Background: an optimization exercise with open tools, aiming at small area, a short achievable clock period and few clock cycles per item. Do not read the settings as production practice.
Only simulation tests tie the RTL to the original design; equivalence was not proved.
Power figures rest on the tool's default switching activity, not on a simulated workload.

Design bin2BCD, start of the top module:
module bin2BCD(
    input           clk,
    input           rst,
    input           en,
    input   [11:0]  bin_d_in,
    output  [15:0]  bcd_d_out,
    output          rdy
    );
Size in the first run: roughly 210 cells after synthesis, roughly 16 flip-flops, ~1200 um^2 of cells after synthesis.
export LEC_CHECK = 0
export ABC_AREA = 1
export CAP_MARGIN = 20
export CORE_MARGIN = 2
export CORE_UTILIZATION = 40
export SLEW_MARGIN = 20
create_clock -name core_clock -period 5.0 [get_ports {clk}]
standard.sh (not shown) runs the stock make flow with config.mk's settings and CLKGATE_MAP_FILE= SYNTH_SCRIPT=/design/flow/synth_recipe.tcl, a recipe that flattens the netlist after the stock synthesis.
==> flow/flow/run.sh <==
#!/bin/bash
# Standard ORFS layout with two changes: the port buffers are buf_1, and
# synthesis maps the logic with the ABC script in flow/abc_area.script (a variant of ORFS's area script)
# (a copy of ORFS's scripts folder with only that file replaced).
set -euo pipefail
export BUFFER_PORTS_ARGS="-buffer_cell sky130_fd_sc_hd__buf_1"
export CTS_ARGS="-sink_clustering_enable -repair_clock_nets -sink_clustering_size 20 -sink_clustering_max_diameter 200 -sink_buffer_max_cap_derate 1.0 -root_buf sky130_fd_sc_hd__clkbuf_8 -buf_list sky130_fd_sc_hd__clkbuf_8"
rm -rf scripts_mod
cp -r "$FLOW_HOME/scripts" scripts_mod
cp flow/abc_area.script scripts_mod/abc_area.script
bash standard.sh SCRIPTS_DIR="$PWD/scripts_mod" synth > flow_synth.log 2>&1
bash standard.sh finish > flow_make.log 2>&1
==> flow/flow/abc_area.script <==
strash
dch
if -K 4
mfs -W 8
strash
dch
map -B 0.9
topo
stime -c
buffer -c
upsize -c
dnsize -c
The starting point completed without violations.
Testbench counts at the start, summed over its fixed seeds: cycles 8,000, items 4,000.
Next try:
==> flow/flow/run.sh (replaced) <==
#!/bin/bash
# Standard ORFS layout, with the smallest buffer (buf_1) as the port buffer.
set -euo pipefail
export BUFFER_PORTS_ARGS="-buffer_cell sky130_fd_sc_hd__buf_1"
bash standard.sh finish > flow_make.log 2>&1
Settings changed: ABC_AREA 1 to unset.
removed: flow/flow/abc_area.script
=> Power fell by 13%; final cell count rose by 26%; non-clock buffer count rose by 1; core utilization fell by 3.9 points; clock-buffer cell count fell by 1.
Next try:
==> flow/flow/run.sh (replaced) <==
#!/bin/bash
# Standard ORFS layout with two changes: the port buffers are buf_1, and
# synthesis maps the logic with the ABC script in flow/abc_area.script (a variant of ORFS's area script)
# (a copy of ORFS's scripts folder with only that file replaced).
set -euo pipefail
export BUFFER_PORTS_ARGS="-buffer_cell sky130_fd_sc_hd__buf_1"
rm -rf scripts_mod
cp -r "$FLOW_HOME/scripts" scripts_mod
cp flow/abc_area.script scripts_mod/abc_area.script
bash standard.sh SCRIPTS_DIR="$PWD/scripts_mod" synth > flow_synth.log 2>&1
bash standard.sh finish > flow_make.log 2>&1
==> flow/flow/abc_area.script (new file) <==
strash
balance
dch
map -B 0.9
topo
stime -c
buffer -c
upsize -c
dnsize -c
Settings changed: ABC_AREA set to 1.
Result: Worst hold slack gets worse by 40 ps; clock power drops by 13%; via count falls by 32%; worst setup slack gets better by 750 ps; power rises by 19%; final cell count falls by 15%.
Next try:
==> flow/flow/abc_area.script (replaced) <==
strash
balance
dch
if -K 4 -a
mfs -W 8
strash
dch -f
map -B 0.9
topo
stime -c
upsize -c
dnsize -c
- power shrinks by 5.5%
- synthesized area drops by 8.2%
- via count decreases by 3.9%
- setup slack gains 69 ps
- sequential cell count is unchanged
- wire length falls by 11%
- cell count drops by 4.4%
Next try:
==> flow/flow/abc_area.script (replaced) <==
strash
dch
if -K 4
mfs -W 8
strash
dch
map -B 0.9
topo
stime -c
buffer -c
upsize -c
dnsize -c
Settings changed: CORE_UTILIZATION 40 to 70.
Via count went up by 3.2%.
Sequential power is about the same.
Fmax climbs by 0.63%.
Sequential share of layout area went up by 1.1 points.
Worst hold slack gets worse by 9.0 ps.

* * *

Starting RTL as in the previous note.
==> flow/design.v (excerpt) <==
module bin2BCD(
    input           clk,
    input           rst,
    input           en,
    input   [11:0]  bin_d_in,
    output  [15:0]  bcd_d_out,
    output          rdy
    );
==> flow/config.mk <==
export PLATFORM = sky130hd
export DESIGN_NAME = bin2BCD
export DESIGN_NICKNAME = bin2BCD
export VERILOG_FILES = /design/flow/design.v
export SDC_FILE = /design/flow/constraint.sdc
export NUM_CORES = 4
export LEC_CHECK = 0
export ABC_AREA = 1
export CAP_MARGIN = 20
export CORE_MARGIN = 2
export CORE_UTILIZATION = 40
export PLACE_DENSITY = 0.8
export SLEW_MARGIN = 20
==> flow/constraint.sdc <==
create_clock -name core_clock -period 5.0 [get_ports {clk}]
set_input_delay 1.0000 -clock core_clock [delete_from_list [all_inputs] [get_ports {clk}]]
set_output_delay 1.0000 -clock core_clock [all_outputs]
set_load 0.01 [all_outputs]
==> flow/flow/run.sh <==
#!/bin/bash
# Standard ORFS layout with two changes: the port buffers are buf_1, and
# synthesis maps the logic with the ABC script in flow/abc_area.script (a variant of ORFS's area script)
# (a copy of ORFS's scripts folder with only that file replaced).
set -euo pipefail
export BUFFER_PORTS_ARGS="-buffer_cell sky130_fd_sc_hd__buf_2"
rm -rf scripts_mod
cp -r "$FLOW_HOME/scripts" scripts_mod
cp flow/abc_area.script scripts_mod/abc_area.script
bash standard.sh SCRIPTS_DIR="$PWD/scripts_mod" synth > flow_synth.log 2>&1
bash standard.sh finish > flow_make.log 2>&1
==> flow/flow/abc_area.script <==
strash
dch
if -K 4
mfs -W 8
strash
dch
map -B 0.9
topo
stime -c
buffer -c
upsize -c
dnsize -c
The starting point completed with no timing, DRC or antenna violations.
Testbench counts at the start, summed over its fixed seeds: cycles 8,000, items 4,000.
Edit:
==> flow/flow/run.sh (replaced) <==
#!/bin/bash
# Standard ORFS layout, with the smallest buffer (buf_1) as the port buffer.
set -euo pipefail
export BUFFER_PORTS_ARGS="-buffer_cell sky130_fd_sc_hd__buf_1"
bash standard.sh finish > flow_make.log 2>&1
Settings changed: PLACE_DENSITY 0.8 to unset, SETUP_SLACK_MARGIN set to 2.1.
removed: flow/flow/abc_area.script
The new run finished with timing, DRC and antenna clean.
Clock power barely changes.
Non-clock buffer count went up by 7.
Sequential power rises by about 3%.
Clock-buffer cell count stays the same.
Global-route usage went down by 0.39 points.
Worst setup slack loses 0.012 ns.
Routed wire length is higher by 13%.
Cell count climbs by 8.0%.
Edit:
==> flow/flow/run.sh (replaced) <==
#!/bin/bash
# Standard ORFS layout with two changes: the port buffers are buf_1, and
# synthesis maps the logic with the ABC script in flow/abc_area.script (ORFS's area script without its buffering and sizing steps)
# (a copy of ORFS's scripts folder with only that file replaced).
set -euo pipefail
export BUFFER_PORTS_ARGS="-buffer_cell sky130_fd_sc_hd__buf_1"
rm -rf scripts_mod
cp -r "$FLOW_HOME/scripts" scripts_mod
cp flow/abc_area.script scripts_mod/abc_area.script
bash standard.sh SCRIPTS_DIR="$PWD/scripts_mod" synth > flow_synth.log 2>&1
bash standard.sh finish > flow_make.log 2>&1
==> flow/flow/abc_area.script (new file) <==
strash
dch
map -B 0.9
topo
Settings changed: SETUP_SLACK_MARGIN 2.1 to unset.
Outcome: The changed run went through all stages and came out clean; setup slack loses 0.58 ns; first-iteration DRC count falls by well over a third; cell area is lower by about a fifth; power is lower by roughly a tenth; die area goes down by a little under a tenth.
Edit:
--- a/flow/flow/run.sh
+++ b/flow/flow/run.sh
@@ -1,5 +1,5 @@
 #!/bin/bash
 # Standard ORFS layout with two changes: the port buffers are buf_1, and
-# synthesis maps the logic with the ABC script in flow/abc_area.script (ORFS's area script without its buffering and sizing steps)
+# synthesis maps the logic with the ABC script in flow/abc_area.script (a variant of ORFS's area script)
 # (a copy of ORFS's scripts folder with only that file replaced).
 set -euo pipefail
==> flow/flow/abc_area.script (replaced) <==
strash
dch
if -K 4
mfs2 -W 8 -M 5000
strash
dch
map -B 0.9
topo
stime -c
buffer -c
upsize -c
dnsize -c
- via count rises by 14%
- total power rises by 1.6%
- synthesized cell count rises by 13%
- sequential share of layout area falls by 3.0 points
- final area rises by 15%
- combinational power rises by 5.2%
- non-clock buffer count stays the same
- setup slack improves by 0.65 ns
- wire length rises by 24%
- final cell count rises by 15%
- flip-flop and latch count is unchanged
Edit:
==> flow/flow/abc_area.script (replaced) <==
strash
dch
if -K 4
mfs -W 8
strash
dch
map -B 0.9
topo
stime -c
buffer -c
upsize -c
dnsize -c
Settings changed: CORE_UTILIZATION 40 to 55.
Critical path depth does not change.
Power fell by 5.0%.
Combinational power is lower by 5.2%.
Hold slack gains 0.011 ns.
Synthesized area drops by 13%.
Flip-flop and latch count does not change.
Via count shrinks by 11%.
Routed wire length shrinks by 8.5%.
Setup slack loses 0.11 ns.
Die area fell by 34%.
Sequential share of layout area goes up by 3.1 points.
Edit:
==> flow/flow/abc_area.script (replaced) <==
strash
dc2
dch
if -K 4
mfs -W 8
strash
dc2
dch -f
map -B 0.9
topo
stime -c
buffer -c
upsize -c
dnsize -c
Settings changed: PLACE_DENSITY set to 0.8.
=> The changed run went through all stages and came out clean; worst hold slack loses 0.015 ns; count of clock-buffer cells in the layout came out higher by 1; synthesized cell count came out lower by a few percent.

* * *

## job 1357
bin2BCD again, from the RTL that the note above started with.
## bin2BCD
module bin2BCD(
    input           clk,
    input           rst,
    input           en,
    input   [11:0]  bin_d_in,
    output  [15:0]  bcd_d_out,
    output          rdy
    );
    function [3:0] add3;
        input [3:0] d;
        reg o3;
        begin
            o3 = d[3] | (d[2] & (d[1] | d[0]));
            add3[3] = o3;
            add3[2] = (d[2] & ~d[1] & ~d[0]) | (d[3] & d[0]);
            add3[1] = (d[3] & ~d[0]) | (d[1] & ~d[2]) | (d[1] & d[0]);
            add3[0] = d[0] ^ o3;
        end
    endfunction
    function [27:0] step;
        input [27:0] x;
        begin
            step = {add3(x[27:24]), add3(x[23:20]), add3(x[19:16]), add3(x[15:12]), x[11:0]} << 1;
        end
    endfunction
    reg  [27:0] s1, s2;
    reg  [24:10] mid;
    reg         result_rdy;
    integer i;
    always @(*) begin
        s1 = {16'b0, bin_d_in};
        for (i = 0; i < 10; i = i + 1)
            s1 = step(s1);
    end
    always @(posedge clk) begin
        mid        <= s1[24:10];
        result_rdy <= en & ~rst;
    end
    always @(*) begin
        s2 = 28'b0;
        s2[24:10] = mid;
        for (i = 10; i < 12; i = i + 1)
            s2 = step(s2);
    end
    assign bcd_d_out = s2[27:12];
    assign rdy       = result_rdy;
endmodule
==> flow/config.mk <==
export PLATFORM = sky130hd
export DESIGN_NAME = bin2BCD
export DESIGN_NICKNAME = bin2BCD
export VERILOG_FILES = /design/flow/design.v
export SDC_FILE = /design/flow/constraint.sdc
export NUM_CORES = 4
export LEC_CHECK = 0
export ABC_AREA = 1
export CAP_MARGIN = 20
export CORE_MARGIN = 2
export CORE_UTILIZATION = 40
export SLEW_MARGIN = 20
==> flow/constraint.sdc <==
create_clock -name core_clock -period 5.0 [get_ports {clk}]
set_input_delay 1.0000 -clock core_clock [delete_from_list [all_inputs] [get_ports {clk}]]
set_output_delay 1.0000 -clock core_clock [all_outputs]
set_load 0.01 [all_outputs]
==> flow/flow/run.sh <==
#!/bin/bash
# Standard ORFS layout with two changes: the port buffers are buf_1, and
# synthesis maps the logic with the ABC script in flow/abc_area.script (a variant of ORFS's area script)
# (a copy of ORFS's scripts folder with only that file replaced).
set -euo pipefail
export BUFFER_PORTS_ARGS="-buffer_cell sky130_fd_sc_hd__buf_1"
export CTS_ARGS="-sink_clustering_enable -repair_clock_nets -sink_clustering_size 20 -sink_clustering_max_diameter 200"
rm -rf scripts_mod
cp -r "$FLOW_HOME/scripts" scripts_mod
cp flow/abc_area.script scripts_mod/abc_area.script
bash standard.sh SCRIPTS_DIR="$PWD/scripts_mod" synth > flow_synth.log 2>&1
bash standard.sh finish > flow_make.log 2>&1
==> flow/flow/abc_area.script <==
strash
dch
if -K 4
mfs -W 8
strash
dch
map -B 0.9
topo
stime -c
buffer -c
upsize -c
dnsize -c
Testbench counts of job 1357, summed over its fixed seeds: cycles 8,000, items 4,000.
Modified inputs, job 6252 compared to job 1357
--- a/flow/flow/run.sh
+++ b/flow/flow/run.sh
@@ -6,3 +6,2 @@
 export BUFFER_PORTS_ARGS="-buffer_cell sky130_fd_sc_hd__buf_1"
-export CTS_ARGS="-sink_clustering_enable -repair_clock_nets -sink_clustering_size 20 -sink_clustering_max_diameter 200"
 rm -rf scripts_mod
==> flow/flow/abc_area.script <==
strash
dch
if -K 4
mfs -W 10 -a
strash
dch
map -B 0.9
topo
stime -c
upsize -c
dnsize -c
==> run notes <==
- met3 as the top routing layer in use was reported by job 1357, and met4 by job 6252.
- Job 1357 vs job 6252, worst setup path category: input port to flip-flop vs flip-flop to primary output
- When job 6252 is measured against job 1357, its proportion of cell area occupied by multi-input gates turns out 2.0 points higher.
- Of job 6252 and job 1357, the run reporting the higher switching portion of total power was job 6252.
- Of job 6252 and job 1357, the higher final clock period utilization by the worst path belongs to job 6252.
Inputs modified between job 6252 and job 6149:
==> flow/flow/abc_area.script <==
strash
dch
map -B 0.9
topo
stime -c
upsize -c
dnsize -c
Results
Job 6149 vs. job 6252: clock network area share has increased, number of tap cells inserted saw an increase, final-layout clock buffer total rose 1. When the final numbers for job 6252 and job 6149 were put side by side, the worst setup slack turned out to be smaller in job 6252. Against job 6252, job 6149 comes in 9.5 ps lower on worst hold slack.

* * *

bin2BCD again, from the RTL that the note above started with.
Design bin2BCD, start of the top module:
module bin2BCD(
    input           clk,
    input           rst,
    input           en,
    input   [11:0]  bin_d_in,
    output  [15:0]  bcd_d_out,
    output          rdy
    );
    function [3:0] add3;
        input [3:0] d;
        reg o3;
        begin
            o3 = d[3] | (d[2] & (d[1] | d[0]));
            add3[3] = o3;
            add3[2] = (d[2] & ~d[1] & ~d[0]) | (d[3] & d[0]);
            add3[1] = (d[3] & ~d[0]) | (d[1] & ~d[2]) | (d[1] & d[0]);
            add3[0] = d[0] ^ o3;
        end
    endfunction
    function [27:0] step;
        input [27:0] x;
        begin
            step = {add3(x[27:24]), add3(x[23:20]), add3(x[19:16]), add3(x[15:12]), x[11:0]} << 1;
        end
    endfunction
    reg  [27:0] s1, s2;
    reg  [24:10] mid;
    reg         result_rdy;
    integer i;
    always @(*) begin
        s1 = {16'b0, bin_d_in};
        for (i = 0; i < 10; i = i + 1)
            s1 = step(s1);
    end
    always @(posedge clk) begin
        mid        <= s1[24:10];
        result_rdy <= en & ~rst;
    end
    always @(*) begin
        s2 = 28'b0;
        s2[24:10] = mid;
        for (i = 10; i < 12; i = i + 1)
            s2 = step(s2);
    end
    assign bcd_d_out = s2[27:12];
    assign rdy       = result_rdy;
endmodule
clock: 5.0 ns
lec_check: 0
abc_area: 1
cap_margin: 20
core_margin: 2
core_utilization: 40
gpl_routability_driven: 0
gpl_timing_driven: 0
slew_margin: 20
==> flow/flow/run.sh <==
#!/bin/bash
# Standard ORFS layout with two changes: the port buffers are buf_1, and
# synthesis maps the logic with the ABC script in flow/abc_area.script (a variant of ORFS's area script)
# (a copy of ORFS's scripts folder with only that file replaced).
set -euo pipefail
export BUFFER_PORTS_ARGS="-buffer_cell sky130_fd_sc_hd__buf_1"
rm -rf scripts_mod
cp -r "$FLOW_HOME/scripts" scripts_mod
cp flow/abc_area.script scripts_mod/abc_area.script
bash standard.sh SCRIPTS_DIR="$PWD/scripts_mod" synth > flow_synth.log 2>&1
bash standard.sh finish > flow_make.log 2>&1
==> flow/flow/abc_area.script <==
strash
dch
if -K 4
mfs -W 8
strash
dch
map -B 0.9
topo
stime -c
buffer -c
upsize -c
dnsize -c
Testbench counts at the start, summed over its fixed seeds: cycles 8,000, items 4,000.
Rerun with:
--- a/flow/flow/run.sh
+++ b/flow/flow/run.sh
@@ -2,3 +2,3 @@
 # Standard ORFS layout with two changes: the port buffers are buf_1, and
-# synthesis maps the logic with the ABC script in flow/abc_area.script (a variant of ORFS's area script)
+# synthesis maps the logic with the ABC script in flow/abc_area.script
 # (a copy of ORFS's scripts folder with only that file replaced).
==> flow/flow/abc_area.script (replaced) <==
strash
&get -n
&deepsyn -T 20
&put
balance; rewrite; refactor; balance; rewrite; rewrite -z; balance; refactor -z; rewrite -z; balance
dch -f
amap
topo
Settings changed: GPL_ROUTABILITY_DRIVEN 0 to not set, GPL_TIMING_DRIVEN 0 to not set.
After rerunning: With this change the flow produced a layout that fails on setup timing; routed wire length came out higher by well over a third; global-route usage goes up by 4.7 points; worst setup slack degrades by 2300 ps; clock power increases by a few percent; design area grows by a quarter to a third; synthesized cell count decreases by about a fifth; synthesized area drops by roughly a tenth.
Rerun with:
==> flow/flow/run.sh (replaced) <==
#!/bin/bash
# Standard ORFS layout, with the smallest buffer (buf_1) as the port buffer.
set -euo pipefail
export BUFFER_PORTS_ARGS="-buffer_cell sky130_fd_sc_hd__buf_1"
bash standard.sh finish > flow_make.log 2>&1
Settings changed: SETUP_SLACK_MARGIN set to 2.2.
removed: flow/flow/abc_area.script
=>
- Now the flow passed the timing, DRC and antenna checks
- cell area grows slightly
- die area went up by about a fifth
- area after synthesis is higher by a quarter to a third
- via count is lower slightly
- sequential cell count is unchanged
- worst setup slack gains 2300 ps
- power falls by a few percent
- maximum frequency grows by well over a third
- combinational power goes down by a few percent

re-timing with driven ports:
How much do the figures lean on ideal ports? The routed layouts below were timed once more, with nothing changed but the port constraints.
Step 1 sets driving cells, clkbuf_16 on the clock port and buf_2 on the other inputs (assumed; they add their load-dependent delay and slew).
Step 2 times the ports against the registers' clock, not the clock port: input delays grow and output delays shrink by t, the midpoint of the rising clock arrivals with the driver on.
a / b / c = ideal ports / drivers / drivers and shift; a / b = the first two.
run | shift t [ns] | slack for setup (ns) | hold slack, ns | latest minus earliest clock arrival (ns) | slew at the worst register clock pin (ns)
the first run of note 1 | 0.266 | 2.065 / 2.068 / 1.802 | 0.844 / 0.841 / 1.107 | 0.002 / 0.001 | 0.06 / 0.06
the second run of note 1 | 0.268 | 1.262 / 1.259 / 0.991 | 0.844 / 0.842 / 1.110 | 0.000 / 0.000 | 0.05 / 0.05
the third run of note 1 | 0.295 | 2.011 / 2.011 / 1.715 | 0.804 / 0.812 / 1.107 | 0.006 / 0.005 | 0.08 / 0.08
the fourth run of note 1 | 0.297 | 2.081 / 2.057 / 1.814 | 0.810 / 0.810 / 1.107 | 0.001 / 0.001 | 0.08 / 0.08
the fifth run of note 1 | 0.298 | 2.099 / 2.082 / 1.794 | 0.801 / 0.808 / 1.106 | 0.001 / 0.001 | 0.08 / 0.08
the first run of note 2 | 0.297 | 2.129 / 2.108 / 1.833 | 0.815 / 0.816 / 1.113 | 0.002 / 0.002 | 0.08 / 0.08
the second run of note 2 | 0.297 | 2.117 / 2.102 / 1.805 | 0.809 / 0.808 / 1.105 | 0.002 / 0.002 | 0.08 / 0.08
the third run of note 2 | 0.297 | 1.536 / 1.532 / 1.235 | 0.798 / 0.805 / 1.102 | 0.010 / 0.010 | 0.09 / 0.09
the fourth run of note 2 | 0.297 | 2.182 / 2.161 / 2.048 | 0.802 / 0.804 / 1.101 | 0.004 / 0.003 | 0.08 / 0.08
the fifth run of note 2 | 0.291 | 2.067 / 2.045 / 1.799 | 0.814 / 0.814 / 1.105 | 0.002 / 0.001 | 0.08 / 0.08
the sixth run of note 2 | 0.304 | 1.953 / 1.952 / 1.648 | 0.799 / 0.805 / 1.109 | 0.002 / 0.002 | 0.08 / 0.08
job 1357 | 0.292 | 2.103 / 2.102 / 1.810 | 0.808 / 0.809 / 1.101 | 0.004 / 0.004 | 0.09 / 0.09
job 6252 | 0.290 | 2.055 / 2.035 / 1.871 | 0.811 / 0.814 / 1.104 | 0.003 / 0.003 | 0.08 / 0.08
job 6149 | 0.298 | 2.105 / 2.103 / 1.805 | 0.802 / 0.802 / 1.100 | 0.005 / 0.006 | 0.09 / 0.09
the first run of note 4 | 0.297 | 2.100 / 2.100 / 1.803 | 0.802 / 0.802 / 1.099 | 0.010 / 0.010 | 0.09 / 0.09
the second run of note 4 | 0.299 | -0.164 / -0.191 / -0.490 | 0.799 / 0.805 / 1.104 | 0.003 / 0.003 | 0.09 / 0.09
the third run of note 4 | 0.304 | 2.177 / 2.158 / 1.854 | 0.798 / 0.797 / 1.101 | 0.008 / 0.008 | 0.09 / 0.09
For the second run of note 4, which loses most, drivers alone change the setup slack by -0.027 ns; drivers and shift together by -0.326 ns.
